From an optimization exercise on the open Yosys and OpenROAD flow, aimed at small area, a short achievable clock period and few clock cycles; shortcuts taken in it are not production practice. RTL that was checked went through simulation tests only; none was proved equivalent to the original. Power figures rest on the tool's default switching activity, not on a simulated workload.

== run A ==
==> flow/design.v (excerpt) <==
module kcpsmx(
    output logic [PORT_DEPTH-1:0]   port_id,         
    output logic                    write_strobe,    
    output logic [PORT_WIDTH-1:0]   out_port,        
    output logic                    read_strobe,     
    input        [PORT_WIDTH-1:0]   in_port,         
    input                           interrupt,       
    output logic                    interrupt_ack,   
    input                           reset,           
    input                           clk,             
    output logic [CODE_DEPTH-1:0]   address,         
    input        [CODE_WIDTH-1:0]   instruction      
);
export LEC_CHECK = 0
export CAP_MARGIN = 20
export CORE_MARGIN = 2
export CORE_UTILIZATION = 80
export CTS_BUF_LIST = sky130_fd_sc_hd__clkbuf_8
export SETUP_SLACK_MARGIN = 3.5
export SLEW_MARGIN = 20
export TNS_END_PERCENT = 30
create_clock -name core_clock -period 6.0 [get_ports {clk}]
run.sh (not shown) runs the stock make flow with config.mk's settings and CLKGATE_MAP_FILE= SYNTH_SCRIPT=/design/flow/synth_recipe.tcl, a recipe that flattens the netlist after the stock synthesis.
Run A: no failed stages, no open violations at the end
### run A -> run B
# run A
export LEC_CHECK = 0
export CAP_MARGIN = 20
export CORE_MARGIN = 2
export CORE_UTILIZATION = 80
export CTS_BUF_LIST = sky130_fd_sc_hd__clkbuf_8
export SETUP_SLACK_MARGIN = 3.5
export SLEW_MARGIN = 20
export TNS_END_PERCENT = 30
create_clock -name core_clock -period 6.0 [get_ports {clk}]
# run B
export LEC_CHECK = 0
export CAP_MARGIN = 20
export CORE_MARGIN = 2
export CORE_UTILIZATION = 75
export CTS_BUF_LIST = sky130_fd_sc_hd__clkbuf_4
export SETUP_SLACK_MARGIN = 3.5
export SLEW_MARGIN = 20
export TNS_END_PERCENT = 30
create_clock -name core_clock -period 6.0 [get_ports {clk}]
[summary]
- Total power, run A and run B, higher one = run B.
- In the reports for run A and run B, the larger global-route usage belongs to run A.
- Number of cells on the critical path: run B vs run A down 7
- Taking run A as the reference point, the clock-buffer cell count of run B rises by 234.
- Run A -> run B: first-pass GRT wire length decreased by a few percent
- In the metrics for run A and run B, the one carrying the higher multi-input gate share of the layout cell area is run A.
- Worst-case reg-to-reg path depth, run A and run B: larger value in run B
Function was not checked in any run of this note: the RTL went through the layout flow alone.

========
Another version of the RTL of kcpsmx (not shown whole).
Size: ~58 I/O pins.
Design kcpsmx, start of the top module:
module kcpsmx(
    output logic [PORT_DEPTH-1:0]   port_id,         
    output logic                    write_strobe,    
    output logic [PORT_WIDTH-1:0]   out_port,        
    output logic                    read_strobe,     
    input        [PORT_WIDTH-1:0]   in_port,         
    input                           interrupt,       
    output logic                    interrupt_ack,   
    input                           reset,           
    input                           clk,             
    output logic [CODE_DEPTH-1:0]   address,         
    input        [CODE_WIDTH-1:0]   instruction      
);
clock: 6.0 ns
lec_check: 0
cap_margin: 20
core_margin: 2
core_utilization: 75
cts_buf_list: sky130_fd_sc_hd__clkbuf_8
setup_slack_margin: 3.7
slew_margin: 20
tns_end_percent: 10
The baseline passed the timing, design-rule and antenna checks.
Testbench counts at the start, summed over its fixed seeds: cycles 296,972.
Change:
Settings changed: PLACE_DENSITY_LB_ADDON set to 0.15, TNS_END_PERCENT 10 to 30.
Outcome:
- core utilization is about the same
- setup slack got worse by 0.035 ns
- non-clock buffer count grows by 7
Change:
Settings changed: CTS_CLUSTER_DIAMETER set to 60, CTS_CLUSTER_SIZE set to 14, PLACE_DENSITY_LB_ADDON 0.15 to unset.
The changed run passed the timing, design-rule and antenna checks.
Setup slack gets better by 0.11 ns.
Clock power goes down by about 33%.
Final cell count goes down by 4.0%.
Critical path depth is unchanged.
Change:
Settings changed: CTS_CLUSTER_DIAMETER 60 to 50, CTS_CLUSTER_SIZE 14 to 10.
Result:
- setup slack loses 0.071 ns
- cell area is higher by about 1.6%
- die area does not change
- fmax is lower by 2.8%
- synthesized cell count is unchanged
- power is higher by about 7%
- global-route usage is higher by 0.81 points
- sequential power is about the same

--- another note on this design; it stands on its own ---

==> build 33 <==
Design kcpsmx, start of the top module:
module kcpsmx(
    output logic [PORT_DEPTH-1:0]   port_id,         
    output logic                    write_strobe,    
    output logic [PORT_WIDTH-1:0]   out_port,        
    output logic                    read_strobe,     
    input        [PORT_WIDTH-1:0]   in_port,         
    input                           interrupt,       
    output logic                    interrupt_ack,   
    input                           reset,           
    input                           clk,             
    output logic [CODE_DEPTH-1:0]   address,         
    input        [CODE_WIDTH-1:0]   instruction      
);
logic [CODE_DEPTH-1:0]      program_counter;
logic [CODE_DEPTH-1:0]      ifid_pcplus2;            
logic [STACK_DEPTH-1:0]     stack_pointer;           
logic                       stack_write_enable;
logic [CODE_DEPTH-1:0]      idex_pcplus2;            
logic [REGISTER_WIDTH-1:0]  idex_reg_x_out,          
                            idex_reg_y_out;          
logic [REGISTER_DEPTH-1:0]  idex_dst;                
logic                       register_write_enable;   
logic [1:0]                 idex_reg_source;         
logic                       scratch_write_enable;
logic [4:0]                 idex_operation;
logic [1:0]                 idex_shift_operation;
logic                       idex_shift_direction;
logic                       idex_shift_constant;
logic [REGISTER_DEPTH-1:0]  idex_x_address;
logic [REGISTER_DEPTH-1:0]  idex_y_address;
logic                       idex_operand_selection;
logic [REGISTER_WIDTH-1:0]  exwb_alu_result;
logic [PORT_WIDTH-1:0]      exwb_in_port;
logic [REGISTER_WIDTH-1:0]  exwb_scratch_out;
logic [REGISTER_DEPTH-1:0]  exwb_dst;
logic [1:0]                 exwb_reg_source;         
logic                       exwb_register_write;     
logic                       zero;                    
logic                       carry;                   
logic                       zero_carry_write_enable; 
logic interrupt_enable;                              
logic interrupt_latch;                               
wire zero_saved = 1'b0;                              
wire carry_saved = 1'b0;                             
logic [1:0] reset_latch;                             
wire internal_reset;                                 
wire conditional_match;                              
  ...
clock: 6.0 ns
lec_check: 0
abc_clock_period_in_ps: 3000
cap_margin: 20
core_margin: 2
core_utilization: 50
setup_slack_margin: 2.5
slew_margin: 20
run.sh (not shown) runs the stock make flow with config.mk's settings and CLKGATE_MAP_FILE= SYNTH_SCRIPT=/design/flow/synth_recipe.tcl, a recipe that flattens the netlist after the stock synthesis.
==> build 56: changes against build 33 <==
- ABC_CLOCK_PERIOD_IN_PS: 3000 -> default
- CORE_UTILIZATION: 50 -> 40
- SETUP_SLACK_MARGIN: 2.5 -> default
==> reports/metrics.csv <==
stage,metric,value,unit
power_and_ir_drop,static leakage,17.0,nW
hold_path,Hold Path Sink,idex_pcplus2[0],
clocking,Skew-Pair Late Insertion Delay,0.73,ns
layout,clock buffers,127,
setup_path,"Max stage delay cell, worst path",edfxtp_1,
power_and_ir_drop,maximum vdd drop,0.234,mV
sta,Slew HR,21.3,%
global_routing,first-pass GRT wire length,166,mm
layout,Layout fillers,9281,
layout,inverter count,31,
power_and_ir_drop,total power,0.0162,W
run_status,status,no timing/DRC/antenna violations,
setup_path,worst reg2reg setup slack,0.52,ns
setup_path,start point of the critical path,exwb_reg_source[0],
global_routing,GR Layer Usage met3,3.35,%
setup_path,crit path max fanout,23,
-- figures above: build 56

==> reports/metrics.csv <==
stage,metric,value,unit
run_status,status,no timing/DRC/antenna violations,
setup_path,crit path max fanout,2,
global_routing,first-pass GRT wire length,175,mm
hold_path,Hold Path Sink,exwb_reg_source[1],
layout,clock buffers,138,
layout,Layout fillers,6097,
power_and_ir_drop,total power,0.0162,W
power_and_ir_drop,static leakage,18.8,nW
setup_path,worst reg2reg setup slack,1.14,ns
layout,inverter count,36,
setup_path,"Max stage delay cell, worst path",mux4_2,
sta,Slew HR,27.0,%
clocking,Skew-Pair Late Insertion Delay,0.72,ns
-- figures above: build 33

Testbench counts of build 33, summed over its fixed seeds: cycles 295,275.
Testbench counts of build 56, summed over its fixed seeds: cycles 295,275.

port drivers added, routing unchanged:
Ports are ideal in the flow. The routed layouts listed here were re-timed in OpenROAD.
Step 1: set_driving_cell puts a clkbuf_16 on clk and a buf_2 on each other input, an assumption about the parent block.
Step 2 adds t to the input delays and takes it off the output delays; t is the mean of the earliest and latest rising clock arrival at the registers after step 1. Input paths then give back, and output paths get back, about the clock's delay inside the block.
Three values: no drivers, after step 1, after step 2; two values: the first two.
| run | t (ns) | setup WS [ns] | hold slack, ns | clock arrival spread, ns | cell pins on the clock port's net |
|---|---|---|---|---|---|
| run A | 0.881 | 3.182 / 3.182 / 2.769 | 0.330 / 0.330 / 0.330 | 0.051 / 0.051 | 1 |
| run B | 1.138 | 3.223 / 3.168 / 2.889 | 0.344 / 0.344 / 0.344 | 0.110 / 0.110 | 1 |
| the first run of note 2 | 0.876 | 3.507 / 3.443 / 2.952 | 0.409 / 0.409 / 0.409 | 0.040 / 0.040 | 1 |
| the second run of note 2 | 0.885 | 3.472 / 3.414 / 2.952 | 0.377 / 0.377 / 0.377 | 0.045 / 0.045 | 1 |
| the third run of note 2 | 0.786 | 3.582 / 3.517 / 2.986 | 0.429 / 0.429 / 0.429 | 0.042 / 0.042 | 1 |
| the fourth run of note 2 | 0.871 | 3.511 / 3.451 / 2.951 | 0.405 / 0.405 / 0.405 | 0.036 / 0.037 | 1 |
After both steps setup and hold are still met in every run listed. The setup slack of the third run of note 2, which loses most, moves by -0.065 ns with the drivers and by -0.596 ns with both steps.
